Background: an optimization exercise with open tools, aiming at small area, a short achievable clock period and few clock cycles. Do not read the settings as production practice.
No functional check of the RTL was part of any run shown here.

## flow/design.v (module list and top-level ports; edited modules follow where they fit)
// module mul: 2912 lines
module mul (
    input wire clk,
    input wire rst_n,
    input wire [32-1:0] multiplicand_i,
    input wire [32-1:0] multiplier_i,
    input wire                       valid_in,
    input wire                       ctrl_ready_i,
    input wire [                3:0] op_i,
    input wire [ 5-1:0] reg_waddr_i,
    input wire [3-1:0] commit_id_i,
    output reg [32-1:0] result_o,
    output reg                       valid_o,
    output reg [ 5-1:0] reg_waddr_o,
    output reg [3-1:0] commit_id_o
);
  // ...
==> flow/run.sh <==
#!/bin/bash
# synth_recipe.tcl (not shown) runs the flow's synth.tcl, then flattens the netlist and writes it again
# the make line also repeats each setting of config.mk as NAME=value (left out here)
make -C /OpenROAD-flow-scripts/flow DESIGN_CONFIG=/design/flow/config.mk WORK_HOME=/design/flow/orfs CLKGATE_MAP_FILE= SYNTH_SCRIPT=/design/flow/synth_recipe.tcl finish
==> flow/config.mk <==
export PLATFORM = sky130hd
export DESIGN_NAME = mul
export DESIGN_NICKNAME = mul
export VERILOG_FILES = /design/flow/design.v
export SDC_FILE = /design/flow/constraint.sdc
export NUM_CORES = 4
export LEC_CHECK = 0
export ABC_CLOCK_PERIOD_IN_PS = 5000
export CAP_MARGIN = 20
export CORE_MARGIN = 2
export CORE_UTILIZATION = 40
export PLACE_DENSITY = 0.65
export SETUP_SLACK_MARGIN = 3
export SLEW_MARGIN = 20
export TNS_END_PERCENT = 100
==> flow/constraint.sdc <==
create_clock -name core_clock -period 10.0 [get_ports {clk}]
set_input_delay 2.0000 -clock core_clock [delete_from_list [all_inputs] [get_ports {clk}]]
set_output_delay 2.0000 -clock core_clock [all_outputs]
set_load 0.01 [all_outputs]
==> flow_summary.ini, run 1 <==
[clock_tree]
cts_tree = done
cts.repair.resized = 537

[global_route]
grt_use_met2_pct = 46.95
grt_busiest_layer = met2
met1_usage_pct = 40.56
antenna_found_initial = 3
grt_pass1_vias = 26120

[final_layout]
layout-drive-gt1-share_pct = 27.13
reg_top3 = result_o: 32 flops, reg_waddr_o: 5 flops, commit_id_o: 3 flops
multi_input_area_share_pct = 74.17
inverters = 264
finalNetCount = 3919
layout_common_cells = 399 x a22oi_1, 390 x fa_1, 373 x xor2_1

[setup_path]
path_depth = 25
max_stage_delay_ns = 0.59
path_buf_inv = 7
arrival_ns = 8.03
reg2reg_to = valid_o$_SDFFE_PN0P_
crit_path_start_kind = input port

[timing]
rsz0062_at_grt = yes
timing.fmax_mhz = 125.1
period_needed_ns = 7.996
report.final.slew_viol_count = 0
skew_ns = 0

[placed_design]
hpwl_um = 73940

[yosys]
synth-compound-area-share_pct = 21.06
synth.most_common_cell = fa_1
synth_top_area_share_pct = 34.31

[detailed_routing]
vias = 25390
m1WireLength_um = 41800
drt_iter0_drc = 3019

[run]
maxCapViolCount = 0

[die]
fp.dieArea_sq_mm = 0.07052

[status]
status = finished clean

[min_path]
hold_depth = 2
==> run 2, diff against run 1 <==
--- a/flow/design.v
+++ b/flow/design.v
@@ -14,31 +14,40 @@
     output reg [3-1:0] commit_id_o
 );
     wire en = ctrl_ready_i;
     wire op_mulh   = (op_i == 4'b0010);
     wire op_mulhsu = (op_i == 4'b0100);
     wire op_mulhu  = (op_i == 4'b1000);
     wire a_sext = (op_mulh | op_mulhsu) & multiplicand_i[31];
     wire b_sext = op_mulh & multiplier_i[31];
-    wire [32:0] a_d  = {a_sext, multiplicand_i};
-    wire        hi_d = op_mulh | op_mulhsu | op_mulhu;
+    reg [32:0] a;
+    reg        hi_s1, valid_s1;
+    reg [5-1:0]  reg_waddr_s1;
+    reg [3-1:0] commit_id_s1;
     wire [34:0] bx = {b_sext, b_sext, multiplier_i, 1'b0};   
-    wire [16:0] one_d, two_d, neg_d;
+    reg [34:0] b;   
+    wire [16:0] one, two, neg;
+    always @(posedge clk) begin
+        if (!rst_n) valid_s1 <= 1'b0;
+        else if (en) valid_s1 <= valid_in;
+        if (en) begin
+            a            <= {a_sext, multiplicand_i};
+            b            <= bx;
+            hi_s1        <= op_mulh | op_mulhsu | op_mulhu;
+            reg_waddr_s1 <= reg_waddr_i;
+            commit_id_s1 <= commit_id_i;
+        end
+    end
     genvar g;
     generate for (g = 0; g < 17; g = g + 1) begin : enc
-        assign neg_d[g] = bx[2*g+2] & ~(bx[2*g+1] & bx[2*g]);
-        assign one_d[g] = bx[2*g+1] ^ bx[2*g];
-        assign two_d[g] = (bx[2*g+2] & ~bx[2*g+1] & ~bx[2*g]) | (~bx[2*g+2] & bx[2*g+1] & bx[2*g]);
+        assign neg[g] = b[2*g+2] & ~(b[2*g+1] & b[2*g]);
+        assign one[g] = b[2*g+1] ^ b[2*g];
+        assign two[g] = (b[2*g+2] & ~b[2*g+1] & ~b[2*g]) | (~b[2*g+2] & b[2*g+1] & b[2*g]);
     end endgenerate
-    wire [32:0] a = a_d;
-    wire [16:0] one = one_d, two = two_d, neg = neg_d;
-    wire        hi_s1 = hi_d, valid_s1 = valid_in;
-    wire [5-1:0]  reg_waddr_s1 = reg_waddr_i;
-    wire [3-1:0] commit_id_s1 = commit_id_i;
     wire pp0_0;
     wire pp0_1;
     wire pp0_2;
     wire pp0_3;
     wire pp0_4;
     wire pp0_5;
     wire pp0_6;
     wire pp0_7;
@@ -1659,146 +1668,20 @@
     wire s1047;
     wire c1048;
     wire s1049;
     wire c1050;
     wire s1051;
     wire c1052;
     wire s1053;
     wire c1054;
-    wire r2_0_0 = neg[0];
-    wire r2_0_1 = pp0_0;
-    wire r2_1_0 = pp0_1;
-    wire r2_2_0 = s931;
-    wire r2_2_1 = pp1_0;
-    wire r2_3_0 = s933;
-    wire r2_3_1 = c932;
-    wire r2_4_0 = s935;
-    wire r2_4_1 = c934;
-    wire r2_5_0 = s937;
-    wire r2_5_1 = c936;
-    wire r2_6_0 = s939;
-    wire r2_6_1 = c938;
-    wire r2_7_0 = s941;
-    wire r2_7_1 = c940;
-    wire r2_8_0 = s943;
-    wire r2_8_1 = c942;
-    wire r2_9_0 = s945;
-    wire r2_9_1 = c944;
-    wire r2_10_0 = s947;
-    wire r2_10_1 = c946;
-    wire r2_11_0 = s949;
-    wire r2_11_1 = c948;
-    wire r2_12_0 = s951;
-    wire r2_12_1 = c950;
-    wire r2_13_0 = s953;
-    wire r2_13_1 = c952;
-    wire r2_14_0 = s955;
-    wire r2_14_1 = c954;
-    wire r2_15_0 = s957;
-    wire r2_15_1 = c956;
-    wire r2_16_0 = s959;
-    wire r2_16_1 = c958;
-    wire r2_17_0 = s961;
-    wire r2_17_1 = c960;
-    wire r2_18_0 = s963;
-    wire r2_18_1 = c962;
-    wire r2_19_0 = s965;
-    wire r2_19_1 = c964;
-    wire r2_20_0 = s967;
-    wire r2_20_1 = c966;
-    wire r2_21_0 = s969;
-    wire r2_21_1 = c968;
-    wire r2_22_0 = s971;
-    wire r2_22_1 = c970;
-    wire r2_23_0 = s973;
-    wire r2_23_1 = c972;
-    wire r2_24_0 = s975;
-    wire r2_24_1 = c974;
-    wire r2_25_0 = s977;
-    wire r2_25_1 = c976;
-    wire r2_26_0 = s979;
-    wire r2_26_1 = c978;
-    wire r2_27_0 = s981;
-    wire r2_27_1 = c980;
-    wire r2_28_0 = s983;
-    wire r2_28_1 = c982;
-    wire r2_29_0 = s985;
-    wire r2_29_1 = c984;
-    wire r2_30_0 = s987;
-    wire r2_30_1 = c986;
-    wire r2_31_0 = s989;
-    wire r2_31_1 = c988;
-    wire r2_32_0 = s991;
-    wire r2_32_1 = c990;
-    wire r2_33_0 = s993;
-    wire r2_33_1 = c992;
-    wire r2_34_0 = s995;
-    wire r2_34_1 = c994;
-    wire r2_35_0 = s997;
-    wire r2_35_1 = c996;
-    wire r2_36_0 = s999;
-    wire r2_36_1 = c998;
-    wire r2_37_0 = s1001;
-    wire r2_37_1 = c1000;
-    wire r2_38_0 = s1003;
-    wire r2_38_1 = c1002;
-    wire r2_39_0 = s1005;
-    wire r2_39_1 = c1004;
-    wire r2_40_0 = s1007;
-    wire r2_40_1 = c1006;
-    wire r2_41_0 = s1009;
-    wire r2_41_1 = c1008;
-    wire r2_42_0 = s1011;
-    wire r2_42_1 = c1010;
-    wire r2_43_0 = s1013;
-    wire r2_43_1 = c1012;
-    wire r2_44_0 = s1015;
-    wire r2_44_1 = c1014;
-    wire r2_45_0 = s1017;
-    wire r2_45_1 = c1016;
-    wire r2_46_0 = s1019;
-    wire r2_46_1 = c1018;
-    wire r2_47_0 = s1021;
-    wire r2_47_1 = c1020;
-    wire r2_48_0 = s1023;
-    wire r2_48_1 = c1022;
-    wire r2_49_0 = s1025;
-    wire r2_49_1 = c1024;
-    wire r2_50_0 = s1027;
-    wire r2_50_1 = c1026;
-    wire r2_51_0 = s1029;
-    wire r2_51_1 = c1028;
-    wire r2_52_0 = s1031;
-    wire r2_52_1 = c1030;
-    wire r2_53_0 = s1033;
-    wire r2_53_1 = c1032;
-    wire r2_54_0 = s1035;
-    wire r2_54_1 = c1034;
-    wire r2_55_0 = s1037;
-    wire r2_55_1 = c1036;
-    wire r2_56_0 = s1039;
-    wire r2_56_1 = c1038;
-    wire r2_57_0 = s1041;
-    wire r2_57_1 = c1040;
-    wire r2_58_0 = s1043;
-    wire r2_58_1 = c1042;
-    wire r2_59_0 = s1045;
-    wire r2_59_1 = c1044;
-    wire r2_60_0 = s1047;
-    wire r2_60_1 = c1046;
-    wire r2_61_0 = s1049;
-    wire r2_61_1 = c1048;
-    wire r2_62_0 = s1051;
-    wire r2_62_1 = c1050;
-    wire r2_63_0 = s1053;
-    wire r2_63_1 = c1052;
-    wire        hi_s2 = hi_s1, valid_s2 = valid_s1;
-    wire [5-1:0]  reg_waddr_s2 = reg_waddr_s1;
-    wire [3-1:0] commit_id_s2 = commit_id_s1;
+    reg r2_0_0, r2_0_1, r2_1_0, r2_2_0, r2_2_1, r2_2_2, r2_3_0, r2_3_1, r2_4_0, r2_4_1, r2_4_2, r2_5_0, r2_5_1, r2_5_2, r2_6_0, r2_6_1, r2_6_2, r2_7_0, r2_7_1, r2_7_2, r2_8_0, r2_8_1, r2_8_2, r2_9_0, r2_9_1, r2_9_2, r2_10_0, r2_10_1, r2_10_2, r2_11_0, r2_11_1, r2_11_2, r2_12_0, r2_12_1, r2_12_2, r2_13_0, r2_13_1, r2_13_2, r2_14_0, r2_14_1, r2_14_2, r2_15_0, r2_15_1, r2_15_2, r2_16_0, r2_16_1, r2_16_2, r2_17_0, r2_17_1, r2_17_2, r2_18_0, r2_18_1, r2_18_2, r2_19_0, r2_19_1, r2_19_2, r2_20_0, r2_20_1, r2_20_2, r2_21_0, r2_21_1, r2_21_2, r2_22_0, r2_22_1, r2_22_2, r2_23_0, r2_23_1, r2_23_2, r2_24_0, r2_24_1, r2_24_2, r2_25_0, r2_25_1, r2_25_2, r2_26_0, r2_26_1, r2_26_2, r2_27_0, r2_27_1, r2_27_2, r2_28_0, r2_28_1, r2_28_2, r2_29_0, r2_29_1, r2_29_2, r2_30_0, r2_30_1, r2_30_2, r2_31_0, r2_31_1, r2_31_2, r2_32_0, r2_32_1, r2_32_2, r2_33_0, r2_33_1, r2_33_2, r2_34_0, r2_34_1, r2_34_2, r2_35_0, r2_35_1, r2_35_2, r2_36_0, r2_36_1, r2_36_2, r2_37_0, r2_37_1, r2_37_2, r2_38_0, r2_38_1, r2_38_2, r2_39_0, r2_39_1, r2_39_2, r2_40_0, r2_40_1, r2_40_2, r2_41_0, r2_41_1, r2_41_2, r2_42_0, r2_42_1, r2_42_2, r2_43_0, r2_43_1, r2_43_2, r2_44_0, r2_44_1, r2_44_2, r2_45_0, r2_45_1, r2_45_2, r2_46_0, r2_46_1, r2_46_2, r2_47_0, r2_47_1, r2_47_2, r2_48_0, r2_48_1, r2_48_2, r2_49_0, r2_49_1, r2_49_2, r2_50_0, r2_50_1, r2_50_2, r2_51_0, r2_51_1, r2_51_2, r2_52_0, r2_52_1, r2_52_2, r2_53_0, r2_53_1, r2_53_2, r2_54_0, r2_54_1, r2_54_2, r2_55_0, r2_55_1, r2_55_2, r2_56_0, r2_56_1, r2_56_2, r2_57_0, r2_57_1, r2_57_2, r2_58_0, r2_58_1, r2_58_2, r2_59_0, r2_59_1, r2_59_2, r2_60_0, r2_60_1, r2_60_2, r2_61_0, r2_61_1, r2_61_2, r2_62_0, r2_62_1, r2_62_2, r2_63_0, r2_63_1, r2_63_2;
+    reg        hi_s2, valid_s2;
+    reg [5-1:0]  reg_waddr_s2;
+    reg [3-1:0] commit_id_s2;
     assign pp0_0 = ((one[0] & a[0]) | (two[0] & 1'b0)) ^ neg[0];
     assign pp0_1 = ((one[0] & a[1]) | (two[0] & a[0])) ^ neg[0];
     assign pp0_2 = ((one[0] & a[2]) | (two[0] & a[1])) ^ neg[0];
     assign pp0_3 = ((one[0] & a[3]) | (two[0] & a[2])) ^ neg[0];
     assign pp0_4 = ((one[0] & a[4]) | (two[0] & a[3])) ^ neg[0];
     assign pp0_5 = ((one[0] & a[5]) | (two[0] & a[4])) ^ neg[0];
     assign pp0_6 = ((one[0] & a[6]) | (two[0] & a[5])) ^ neg[0];
     assign pp0_7 = ((one[0] & a[7]) | (two[0] & a[6])) ^ neg[0];
@@ -2830,80 +2713,277 @@
     assign {c916, s915} = s793 + c790 + c792;
     assign {c918, s917} = c794 + s797 + s799;
     assign {c920, s919} = c798 + s801 + s803;
     assign {c922, s921} = s807 + c802 + s805;
     assign {c924, s923} = pp16_27 + c808 + c806;
     assign {c926, s925} = pp15_30 + pp16_28 + s811;
     assign {c928, s927} = pps14 + pp15_31 + pp16_29;
     assign {c930, s929} = 1'b1 + pp15_32;
-    assign {c932, s931} = neg[1] + pp0_2;
-    assign {c934, s933} = pp0_3 + pp1_1;
-    assign {c936, s935} = pp1_2 + pp2_0 + s813;
-    assign {c938, s937} = pp2_1 + c814 + s815;
-    assign {c940, s939} = c816 + s601 + s817;
-    assign {c942, s941} = s603 + c818 + s819;
-    assign {c944, s943} = s605 + c820 + s821;
-    assign {c946, s945} = s609 + c822 + s823;
-    assign {c948, s947} = s615 + c824 + s825;
-    assign {c950, s949} = s619 + c826 + s827;
-    assign {c952, s951} = s623 + c828 + s829;
-    assign {c954, s953} = s627 + c830 + s831;
-    assign {c956, s955} = s631 + c832 + s833;
-    assign {c958, s957} = s635 + c834 + s835;
-    assign {c960, s959} = s639 + c836 + s837;
-    assign {c962, s961} = s643 + c838 + s839;
-    assign {c964, s963} = s647 + c840 + s841;
-    assign {c966, s965} = s651 + c842 + s843;
-    assign {c968, s967} = s655 + c844 + s845;
-    assign {c970, s969} = s659 + c846 + s847;
-    assign {c972, s971} = s663 + c848 + s849;
-    assign {c974, s973} = s667 + c850 + s851;
-    assign {c976, s975} = s671 + c852 + s853;
-    assign {c978, s977} = s675 + c854 + s855;
-    assign {c980, s979} = s679 + c856 + s857;
-    assign {c982, s981} = s683 + c858 + s859;
-    assign {c984, s983} = s687 + c860 + s861;
-    assign {c986, s985} = s691 + c862 + s863;
-    assign {c988, s987} = s695 + c864 + s865;
-    assign {c990, s989} = s699 + c866 + s867;
-    assign {c992, s991} = s703 + c868 + s869;
-    assign {c994, s993} = s707 + c870 + s871;
-    assign {c996, s995} = s711 + c872 + s873;
-    assign {c998, s997} = s715 + c874 + s875;
-    assign {c1000, s999} = s719 + c876 + s877;
-    assign {c1002, s1001} = s723 + c878 + s879;
-    assign {c1004, s1003} = s727 + c880 + s881;
-    assign {c1006, s1005} = s731 + c882 + s883;
-    assign {c1008, s1007} = s735 + c884 + s885;
-    assign {c1010, s1009} = s739 + c886 + s887;
-    assign {c1012, s1011} = c740 + s889 + c888;
-    assign {c1014, s1013} = c744 + s891 + c890;
-    assign {c1016, s1015} = c748 + s893 + c892;
-    assign {c1018, s1017} = s755 + c894 + s895;
-    assign {c1020, s1019} = s759 + s897 + c896;
-    assign {c1022, s1021} = s763 + c898 + s899;
-    assign {c1024, s1023} = s767 + c900 + s901;
-    assign {c1026, s1025} = c768 + c902 + s903;
-    assign {c1028, s1027} = c772 + s905 + c904;
-    assign {c1030, s1029} = c776 + s907 + c906;
-    assign {c1032, s1031} = c780 + c908 + s909;
-    assign {c1034, s1033} = s787 + s911 + c910;
-    assign {c1036, s1035} = c788 + s913 + c912;
-    assign {c1038, s1037} = s795 + c914 + s915;
-    assign {c1040, s1039} = c796 + s917 + c916;
-    assign {c1042, s1041} = c800 + s919 + c918;
-    assign {c1044, s1043} = c804 + s921 + c920;
-    assign {c1046, s1045} = s809 + s923 + c922;
-    assign {c1048, s1047} = c810 + s925 + c924;
-    assign {c1050, s1049} = c812 + s927 + c926;
-    assign {c1052, s1051} = pp16_30 + s929 + c928;
-    assign {c1054, s1053} = pps15 + pp16_31 + c930;
-    wire [63:0] row0 = {r2_63_0, r2_62_0, r2_61_0, r2_60_0, r2_59_0, r2_58_0, r2_57_0, r2_56_0, r2_55_0, r2_54_0, r2_53_0, r2_52_0, r2_51_0, r2_50_0, r2_49_0, r2_48_0, r2_47_0, r2_46_0, r2_45_0, r2_44_0, r2_43_0, r2_42_0, r2_41_0, r2_40_0, r2_39_0, r2_38_0, r2_37_0, r2_36_0, r2_35_0, r2_34_0, r2_33_0, r2_32_0, r2_31_0, r2_30_0, r2_29_0, r2_28_0, r2_27_0, r2_26_0, r2_25_0, r2_24_0, r2_23_0, r2_22_0, r2_21_0, r2_20_0, r2_19_0, r2_18_0, r2_17_0, r2_16_0, r2_15_0, r2_14_0, r2_13_0, r2_12_0, r2_11_0, r2_10_0, r2_9_0, r2_8_0, r2_7_0, r2_6_0, r2_5_0, r2_4_0, r2_3_0, r2_2_0, r2_1_0, r2_0_0};
-    wire [63:0] row1 = {r2_63_1, r2_62_1, r2_61_1, r2_60_1, r2_59_1, r2_58_1, r2_57_1, r2_56_1, r2_55_1, r2_54_1, r2_53_1, r2_52_1, r2_51_1, r2_50_1, r2_49_1, r2_48_1, r2_47_1, r2_46_1, r2_45_1, r2_44_1, r2_43_1, r2_42_1, r2_41_1, r2_40_1, r2_39_1, r2_38_1, r2_37_1, r2_36_1, r2_35_1, r2_34_1, r2_33_1, r2_32_1, r2_31_1, r2_30_1, r2_29_1, r2_28_1, r2_27_1, r2_26_1, r2_25_1, r2_24_1, r2_23_1, r2_22_1, r2_21_1, r2_20_1, r2_19_1, r2_18_1, r2_17_1, r2_16_1, r2_15_1, r2_14_1, r2_13_1, r2_12_1, r2_11_1, r2_10_1, r2_9_1, r2_8_1, r2_7_1, r2_6_1, r2_5_1, r2_4_1, r2_3_1, r2_2_1, 1'b0, r2_0_1};
+    assign {c932, s931} = r2_2_0 + r2_2_1;
+    assign {c934, s933} = r2_3_0 + r2_3_1;
+    assign {c936, s935} = r2_4_0 + r2_4_1 + r2_4_2;
+    assign {c938, s937} = r2_5_0 + r2_5_1 + r2_5_2;
+    assign {c940, s939} = r2_6_0 + r2_6_1 + r2_6_2;
+    assign {c942, s941} = r2_7_0 + r2_7_1 + r2_7_2;
+    assign {c944, s943} = r2_8_0 + r2_8_1 + r2_8_2;
+    assign {c946, s945} = r2_9_0 + r2_9_1 + r2_9_2;
+    assign {c948, s947} = r2_10_0 + r2_10_1 + r2_10_2;
+    assign {c950, s949} = r2_11_0 + r2_11_1 + r2_11_2;
+    assign {c952, s951} = r2_12_0 + r2_12_1 + r2_12_2;
+    assign {c954, s953} = r2_13_0 + r2_13_1 + r2_13_2;
+    assign {c956, s955} = r2_14_0 + r2_14_1 + r2_14_2;
+    assign {c958, s957} = r2_15_0 + r2_15_1 + r2_15_2;
+    assign {c960, s959} = r2_16_0 + r2_16_1 + r2_16_2;
+    assign {c962, s961} = r2_17_0 + r2_17_1 + r2_17_2;
+    assign {c964, s963} = r2_18_0 + r2_18_1 + r2_18_2;
+    assign {c966, s965} = r2_19_0 + r2_19_1 + r2_19_2;
+    assign {c968, s967} = r2_20_0 + r2_20_1 + r2_20_2;
+    assign {c970, s969} = r2_21_0 + r2_21_1 + r2_21_2;
+    assign {c972, s971} = r2_22_0 + r2_22_1 + r2_22_2;
+    assign {c974, s973} = r2_23_0 + r2_23_1 + r2_23_2;
+    assign {c976, s975} = r2_24_0 + r2_24_1 + r2_24_2;
+    assign {c978, s977} = r2_25_0 + r2_25_1 + r2_25_2;
+    assign {c980, s979} = r2_26_0 + r2_26_1 + r2_26_2;
+    assign {c982, s981} = r2_27_0 + r2_27_1 + r2_27_2;
+    assign {c984, s983} = r2_28_0 + r2_28_1 + r2_28_2;
+    assign {c986, s985} = r2_29_0 + r2_29_1 + r2_29_2;
+    assign {c988, s987} = r2_30_0 + r2_30_1 + r2_30_2;
+    assign {c990, s989} = r2_31_0 + r2_31_1 + r2_31_2;
+    assign {c992, s991} = r2_32_0 + r2_32_1 + r2_32_2;
+    assign {c994, s993} = r2_33_0 + r2_33_1 + r2_33_2;
+    assign {c996, s995} = r2_34_0 + r2_34_1 + r2_34_2;
+    assign {c998, s997} = r2_35_0 + r2_35_1 + r2_35_2;
+    assign {c1000, s999} = r2_36_0 + r2_36_1 + r2_36_2;
+    assign {c1002, s1001} = r2_37_0 + r2_37_1 + r2_37_2;
+    assign {c1004, s1003} = r2_38_0 + r2_38_1 + r2_38_2;
+    assign {c1006, s1005} = r2_39_0 + r2_39_1 + r2_39_2;
+    assign {c1008, s1007} = r2_40_0 + r2_40_1 + r2_40_2;
+    assign {c1010, s1009} = r2_41_0 + r2_41_1 + r2_41_2;
+    assign {c1012, s1011} = r2_42_0 + r2_42_1 + r2_42_2;
+    assign {c1014, s1013} = r2_43_0 + r2_43_1 + r2_43_2;
+    assign {c1016, s1015} = r2_44_0 + r2_44_1 + r2_44_2;
+    assign {c1018, s1017} = r2_45_0 + r2_45_1 + r2_45_2;
+    assign {c1020, s1019} = r2_46_0 + r2_46_1 + r2_46_2;
+    assign {c1022, s1021} = r2_47_0 + r2_47_1 + r2_47_2;
+    assign {c1024, s1023} = r2_48_0 + r2_48_1 + r2_48_2;
+    assign {c1026, s1025} = r2_49_0 + r2_49_1 + r2_49_2;
+    assign {c1028, s1027} = r2_50_0 + r2_50_1 + r2_50_2;
+    assign {c1030, s1029} = r2_51_0 + r2_51_1 + r2_51_2;
+    assign {c1032, s1031} = r2_52_0 + r2_52_1 + r2_52_2;
+    assign {c1034, s1033} = r2_53_0 + r2_53_1 + r2_53_2;
+    assign {c1036, s1035} = r2_54_0 + r2_54_1 + r2_54_2;
+    assign {c1038, s1037} = r2_55_0 + r2_55_1 + r2_55_2;
+    assign {c1040, s1039} = r2_56_0 + r2_56_1 + r2_56_2;
+    assign {c1042, s1041} = r2_57_0 + r2_57_1 + r2_57_2;
+    assign {c1044, s1043} = r2_58_0 + r2_58_1 + r2_58_2;
+    assign {c1046, s1045} = r2_59_0 + r2_59_1 + r2_59_2;
+    assign {c1048, s1047} = r2_60_0 + r2_60_1 + r2_60_2;
+    assign {c1050, s1049} = r2_61_0 + r2_61_1 + r2_61_2;
+    assign {c1052, s1051} = r2_62_0 + r2_62_1 + r2_62_2;
+    assign {c1054, s1053} = r2_63_0 + r2_63_1 + r2_63_2;
+    always @(posedge clk) begin
+        if (!rst_n) valid_s2 <= 1'b0;
+        else if (en) valid_s2 <= valid_s1;
+        if (en) begin
+            r2_0_0 <= neg[0];
+            r2_0_1 <= pp0_0;
+            r2_1_0 <= pp0_1;
+            r2_2_0 <= neg[1];
+            r2_2_1 <= pp0_2;
+            r2_2_2 <= pp1_0;
+            r2_3_0 <= pp0_3;
+            r2_3_1 <= pp1_1;
+            r2_4_0 <= s813;
+            r2_4_1 <= pp1_2;
+            r2_4_2 <= pp2_0;
+            r2_5_0 <= s815;
+            r2_5_1 <= pp2_1;
+            r2_5_2 <= c814;
+            r2_6_0 <= s817;
+            r2_6_1 <= s601;
+            r2_6_2 <= c816;
+            r2_7_0 <= s819;
+            r2_7_1 <= s603;
+            r2_7_2 <= c818;
+            r2_8_0 <= s821;
+            r2_8_1 <= s605;
+            r2_8_2 <= c820;
+            r2_9_0 <= s823;
+            r2_9_1 <= s609;
+            r2_9_2 <= c822;
+            r2_10_0 <= s825;
+            r2_10_1 <= s615;
+            r2_10_2 <= c824;
+            r2_11_0 <= s827;
+            r2_11_1 <= s619;
+            r2_11_2 <= c826;
+            r2_12_0 <= s829;
+            r2_12_1 <= s623;
+            r2_12_2 <= c828;
+            r2_13_0 <= s831;
+            r2_13_1 <= s627;
+            r2_13_2 <= c830;
+            r2_14_0 <= s833;
+            r2_14_1 <= s631;
+            r2_14_2 <= c832;
+            r2_15_0 <= s835;
+            r2_15_1 <= s635;
+            r2_15_2 <= c834;
+            r2_16_0 <= s837;
+            r2_16_1 <= s639;
+            r2_16_2 <= c836;
+            r2_17_0 <= s839;
+            r2_17_1 <= s643;
+            r2_17_2 <= c838;
+            r2_18_0 <= s841;
+            r2_18_1 <= s647;
+            r2_18_2 <= c840;
+            r2_19_0 <= s843;
+            r2_19_1 <= s651;
+            r2_19_2 <= c842;
+            r2_20_0 <= s845;
+            r2_20_1 <= s655;
+            r2_20_2 <= c844;
+            r2_21_0 <= s847;
+            r2_21_1 <= s659;
+            r2_21_2 <= c846;
+            r2_22_0 <= s849;
+            r2_22_1 <= s663;
+            r2_22_2 <= c848;
+            r2_23_0 <= s851;
+            r2_23_1 <= s667;
+            r2_23_2 <= c850;
+            r2_24_0 <= s853;
+            r2_24_1 <= s671;
+            r2_24_2 <= c852;
+            r2_25_0 <= s855;
+            r2_25_1 <= s675;
+            r2_25_2 <= c854;
+            r2_26_0 <= s857;
+            r2_26_1 <= s679;
+            r2_26_2 <= c856;
+            r2_27_0 <= s859;
+            r2_27_1 <= s683;
+            r2_27_2 <= c858;
+            r2_28_0 <= s861;
+            r2_28_1 <= s687;
+            r2_28_2 <= c860;
+            r2_29_0 <= s863;
+            r2_29_1 <= s691;
+            r2_29_2 <= c862;
+            r2_30_0 <= s865;
+            r2_30_1 <= s695;
+            r2_30_2 <= c864;
+            r2_31_0 <= s867;
+            r2_31_1 <= s699;
+            r2_31_2 <= c866;
+            r2_32_0 <= s869;
+            r2_32_1 <= s703;
+            r2_32_2 <= c868;
+            r2_33_0 <= s871;
+            r2_33_1 <= s707;
+            r2_33_2 <= c870;
+            r2_34_0 <= s873;
+            r2_34_1 <= s711;
+            r2_34_2 <= c872;
+            r2_35_0 <= s875;
+            r2_35_1 <= s715;
+            r2_35_2 <= c874;
+            r2_36_0 <= s877;
+            r2_36_1 <= s719;
+            r2_36_2 <= c876;
+            r2_37_0 <= s879;
+            r2_37_1 <= s723;
+            r2_37_2 <= c878;
+            r2_38_0 <= s881;
+            r2_38_1 <= s727;
+            r2_38_2 <= c880;
+            r2_39_0 <= s883;
+            r2_39_1 <= s731;
+            r2_39_2 <= c882;
+            r2_40_0 <= s885;
+            r2_40_1 <= s735;
+            r2_40_2 <= c884;
+            r2_41_0 <= s887;
+            r2_41_1 <= s739;
+            r2_41_2 <= c886;
+            r2_42_0 <= s889;
+            r2_42_1 <= c740;
+            r2_42_2 <= c888;
+            r2_43_0 <= s891;
+            r2_43_1 <= c744;
+            r2_43_2 <= c890;
+            r2_44_0 <= s893;
+            r2_44_1 <= c748;
+            r2_44_2 <= c892;
+            r2_45_0 <= s895;
+            r2_45_1 <= s755;
+            r2_45_2 <= c894;
+            r2_46_0 <= s897;
+            r2_46_1 <= s759;
+            r2_46_2 <= c896;
+            r2_47_0 <= s899;
+            r2_47_1 <= s763;
+            r2_47_2 <= c898;
+            r2_48_0 <= s901;
+            r2_48_1 <= s767;
+            r2_48_2 <= c900;
+            r2_49_0 <= s903;
+            r2_49_1 <= c768;
+            r2_49_2 <= c902;
+            r2_50_0 <= s905;
+            r2_50_1 <= c772;
+            r2_50_2 <= c904;
+            r2_51_0 <= s907;
+            r2_51_1 <= c776;
+            r2_51_2 <= c906;
+            r2_52_0 <= s909;
+            r2_52_1 <= c780;
+            r2_52_2 <= c908;
+            r2_53_0 <= s911;
+            r2_53_1 <= s787;
+            r2_53_2 <= c910;
+            r2_54_0 <= s913;
+            r2_54_1 <= c788;
+            r2_54_2 <= c912;
+            r2_55_0 <= s915;
+            r2_55_1 <= s795;
+            r2_55_2 <= c914;
+            r2_56_0 <= s917;
+            r2_56_1 <= c796;
+            r2_56_2 <= c916;
+            r2_57_0 <= s919;
+            r2_57_1 <= c800;
+            r2_57_2 <= c918;
+            r2_58_0 <= s921;
+            r2_58_1 <= c804;
+            r2_58_2 <= c920;
+            r2_59_0 <= s923;
+            r2_59_1 <= s809;
+            r2_59_2 <= c922;
+            r2_60_0 <= s925;
+            r2_60_1 <= c810;
+            r2_60_2 <= c924;
+            r2_61_0 <= s927;
+            r2_61_1 <= c812;
+            r2_61_2 <= c926;
+            r2_62_0 <= s929;
+            r2_62_1 <= pp16_30;
+            r2_62_2 <= c928;
+            r2_63_0 <= pps15;
+            r2_63_1 <= pp16_31;
+            r2_63_2 <= c930;
+            hi_s2        <= hi_s1;
+            reg_waddr_s2 <= reg_waddr_s1;
+            commit_id_s2 <= commit_id_s1;
+        end
+    end
+    wire [63:0] row0 = {s1053, s1051, s1049, s1047, s1045, s1043, s1041, s1039, s1037, s1035, s1033, s1031, s1029, s1027, s1025, s1023, s1021, s1019, s1017, s1015, s1013, s1011, s1009, s1007, s1005, s1003, s1001, s999, s997, s995, s993, s991, s989, s987, s985, s983, s981, s979, s977, s975, s973, s971, s969, s967, s965, s963, s961, s959, s957, s955, s953, s951, s949, s947, s945, s943, s941, s939, s937, s935, s933, s931, r2_1_0, r2_0_0};
+    wire [63:0] row1 = {c1052, c1050, c1048, c1046, c1044, c1042, c1040, c1038, c1036, c1034, c1032, c1030, c1028, c1026, c1024, c1022, c1020, c1018, c1016, c1014, c1012, c1010, c1008, c1006, c1004, c1002, c1000, c998, c996, c994, c992, c990, c988, c986, c984, c982, c980, c978, c976, c974, c972, c970, c968, c966, c964, c962, c960, c958, c956, c954, c952, c950, c948, c946, c944, c942, c940, c938, c936, c934, c932, r2_2_2, 1'b0, r2_0_1};
     wire [63:0] prod = row0 + row1;
     always @(posedge clk) begin
         if (!rst_n) valid_o <= 1'b0;
         else if (en) valid_o <= valid_s2;
         if (en) begin
             result_o    <= hi_s2 ? prod[63:32] : prod[31:0];
             reg_waddr_o <= reg_waddr_s2;
             commit_id_o <= commit_id_s2;
==> flow/config.mk (replaced) <==
export PLATFORM = sky130hd
export DESIGN_NAME = mul
export DESIGN_NICKNAME = mul
export VERILOG_FILES = /design/flow/design.v
export SDC_FILE = /design/flow/constraint.sdc
export NUM_CORES = 4
export LEC_CHECK = 0
export ABC_CLOCK_PERIOD_IN_PS = 2800
export CAP_MARGIN = 20
export CORE_MARGIN = 2
export CORE_UTILIZATION = 40
export PLACE_DENSITY = 0.65
export SLEW_MARGIN = 20
==> flow_summary.ini, run 2 <==
[min_path]
worstHoldPathType = reg2reg

[final_layout]
seq_area_sq_mm = 0.009429
layout-area-overhead-vs-synth_pct = 9.658
layout.cells.non_filler = 4445
multi_input_comb_area_sq_mm = 0.02404
stdcell_area_sq_mm = 0.03942
reg_top3 = a: 33 flops, b: 33 flops, result_o: 32 flops
fillCellCount = 8177
layout-drive-gt1-share_pct = 6.404
layout_commonest_cell = a22oi_1
finalNetCount = 3928
layout_common_cells = 488 x a22oi_1, 469 x fa_1, 342 x inv_1
utilization_pct = 44.40

[yosys]
avgSynthCellArea_sq_um = 10.76
yosys_register_bits = 315
synth_top_area_share_pct = 26.12
async_flop_share_pct = 0
synth_flop_cell = edfxtp_1
yosys.area.top_type = fa_1
ys_top_cells_by_area = fa_1 26%, edfxtp_1 26%, a22oi_1 10%
syn_nets = 4020
synth_edf_count = 312
ys_seq_area_share_pct = 26.23
synthDistinctLibCells = 80
ys_warn_count = 1
synth.most_common_cell = a22oi_1
synthTopCellsByCount = 488 x a22oi_1, 469 x fa_1, 342 x inv_1
syn_inst = 3340
synth_area_sq_mm = 0.03595

[detailed_routing]
drt_first_pass_iters = 7
drt_iter0_drc = 3477
post-route-drc-count = 0
vias = 26970
via_per_inst = 6.068
drt_wl_total_um = 121700
wl_per_cell_um = 27.39
drtAntennaViolNets = 0

[timing]
hold_viol = 0
tightestPinTransition_ns = 1.144
fin_ws_ns = 4.802
slew_headroom_pct = 23.71
setup_viol = 0
fin_crit_sh_pct = 51.98
rsz0062_at_grt = no
timing.hold.ws_ns = 0.4170
setup_tns_ns = 0
period_needed_ns = 5.198
report.final.slew_viol_count = 0
timing.fmax_mhz = 192.4
skew_ns = 0.03315

[global_route]
overflow = 0
grt_pass1_wl_um = 181300
grt_max_degree = 83
grt_usage_pct = 26.12
grt_pass1_vias = 27800
antenna_found_initial = 3

[run]
maxCapViolCount = 0

[die]
die_h_um = 303.8
pin_count = 121
fp.dieArea_sq_mm = 0.09229
die_w_um = 303.8
core_sq_mm = 0.08878
start_util_pct = 40.49
row_count = 109

[clock_tree]
htreeDepth = 2
cts-root-buf = clkbuf_16
cts.sinks = 315
insertion_delay_ns = 0.60
cts_tree = done
clk_pin_slew_ns = 0.06
post_cts_buffers = 0
cts.repair.resized = 0
numCtsBuffers = 41
clock_path_buffers = 3
postCtsHoldBufs = 0

[placed_design]
hpwl_um = 75690
place.gp.congestion = 0.9095
portBuffers = 120
place_ws_ns = 4.834
numPlacedInstances = 4370
dpl_cell_area_sq_mm = 0.03805

[status]
status = finished clean

[setup_path]
crit_chain = ha_1, nor2b_1, inv_2, xnor2_1, fa_1, fa_1, fa_1, inv_1, fa_1, fa_1
arrival_ns = 5.54
crit_top_cell = fa_1
required_ns = 10.34
max_stage_delay_ns = 0.71
cp_slowest_cell = nor2b_1
critical_path_class = reg2reg
endpoint_kind = flop
cp_max_fo = 28
crit_path_start_kind = flop
==> run 2: cell type report <==
type | instances | share of cell area, %
flip-flops and latches | 315 | 23.92
clock inverters | 26 | 0.8125
clock buffers | 48 | 2.669
well taps | 1165 | 3.697
diodes | 1 | 0.006347
multi-input cells | 2342 | 60.98
repair buffers | 202 | 4.621
inverters | 346 | 3.294
==> run 2: layer usage <==
metal,track usage [%],vias up,wire length [um]
met5,0.5168,-,95
met4,12.59,6,6789
met3,9.262,443,16820
met1,34.30,13340,46710
met2,38.33,1994,51320
li1,-,11190,-
==> run 2: final timing paths <==
kind	from	end	slack (ns)	cells past startpoint
setup / recovery	b[20]$_DFFE_PP_	r2_34_0$_DFFE_PP_	4.80	10
hold / removal	commit_id_s1[1]$_DFFE_PP_	commit_id_s2[1]$_DFFE_PP_	0.42	0
setup reg to reg	b[20]$_DFFE_PP_	r2_34_0$_DFFE_PP_	4.80	10
hold reg to reg	commit_id_s1[1]$_DFFE_PP_	commit_id_s2[1]$_DFFE_PP_	0.42	0
==> run 2: cells by family after synthesis <==
kind of cell,Yosys count,share of synthesized area (%)
XOR/XNOR,602,14.67
multiplexers,39,1.100
AO/OA/AOI/OAI,786,15.53
AND/OR/NAND/NOR,315,4.472
adder cells (fa/ha/maj),600,30.67
flip-flops,315,26.23
buffers and inverters,683,7.336
==> run 2: worst max-delay path, delay by kind of cell (launching register included) <==
kind                     cells  cell delay (ns)
buffers and inverters        2             0.73
flip-flops                   1             0.45
XOR/XNOR                     1             0.41
AND/OR/NAND/NOR              1             0.71
adder cells (fa/ha/maj)      6             2.62

==> port drivers added, routing unchanged <==
No port has a modelled driver above. Below, the same layouts with a new extraction and two added sets of constraints.
Step 1: set_driving_cell puts a clkbuf_16 on clk and a buf_2 on each other input, an assumption about the parent block.
Step 2, shift: input delay + t, output delay - t, t = (earliest + latest rising clock arrival at the registers) / 2. This alone moves slack from input paths to output paths.
Three values: ideal, step 1, step 2; two values: the first two.
run	t, ns	setup slack, ns	hold slack, ns	latest minus earliest clock arrival (ns)
run 1	0.305	2.004 / 2.008 / 1.702	0.519 / 0.519 / 0.519	0.004 / 0.005
run 2	0.650	4.802 / 4.802 / 4.802	0.417 / 0.417 / 0.417	0.034 / 0.034
After both steps every run listed still meets setup and hold. For run 1, which loses most, drivers alone change the setup slack by +0.004 ns; drivers and shift together by -0.302 ns.
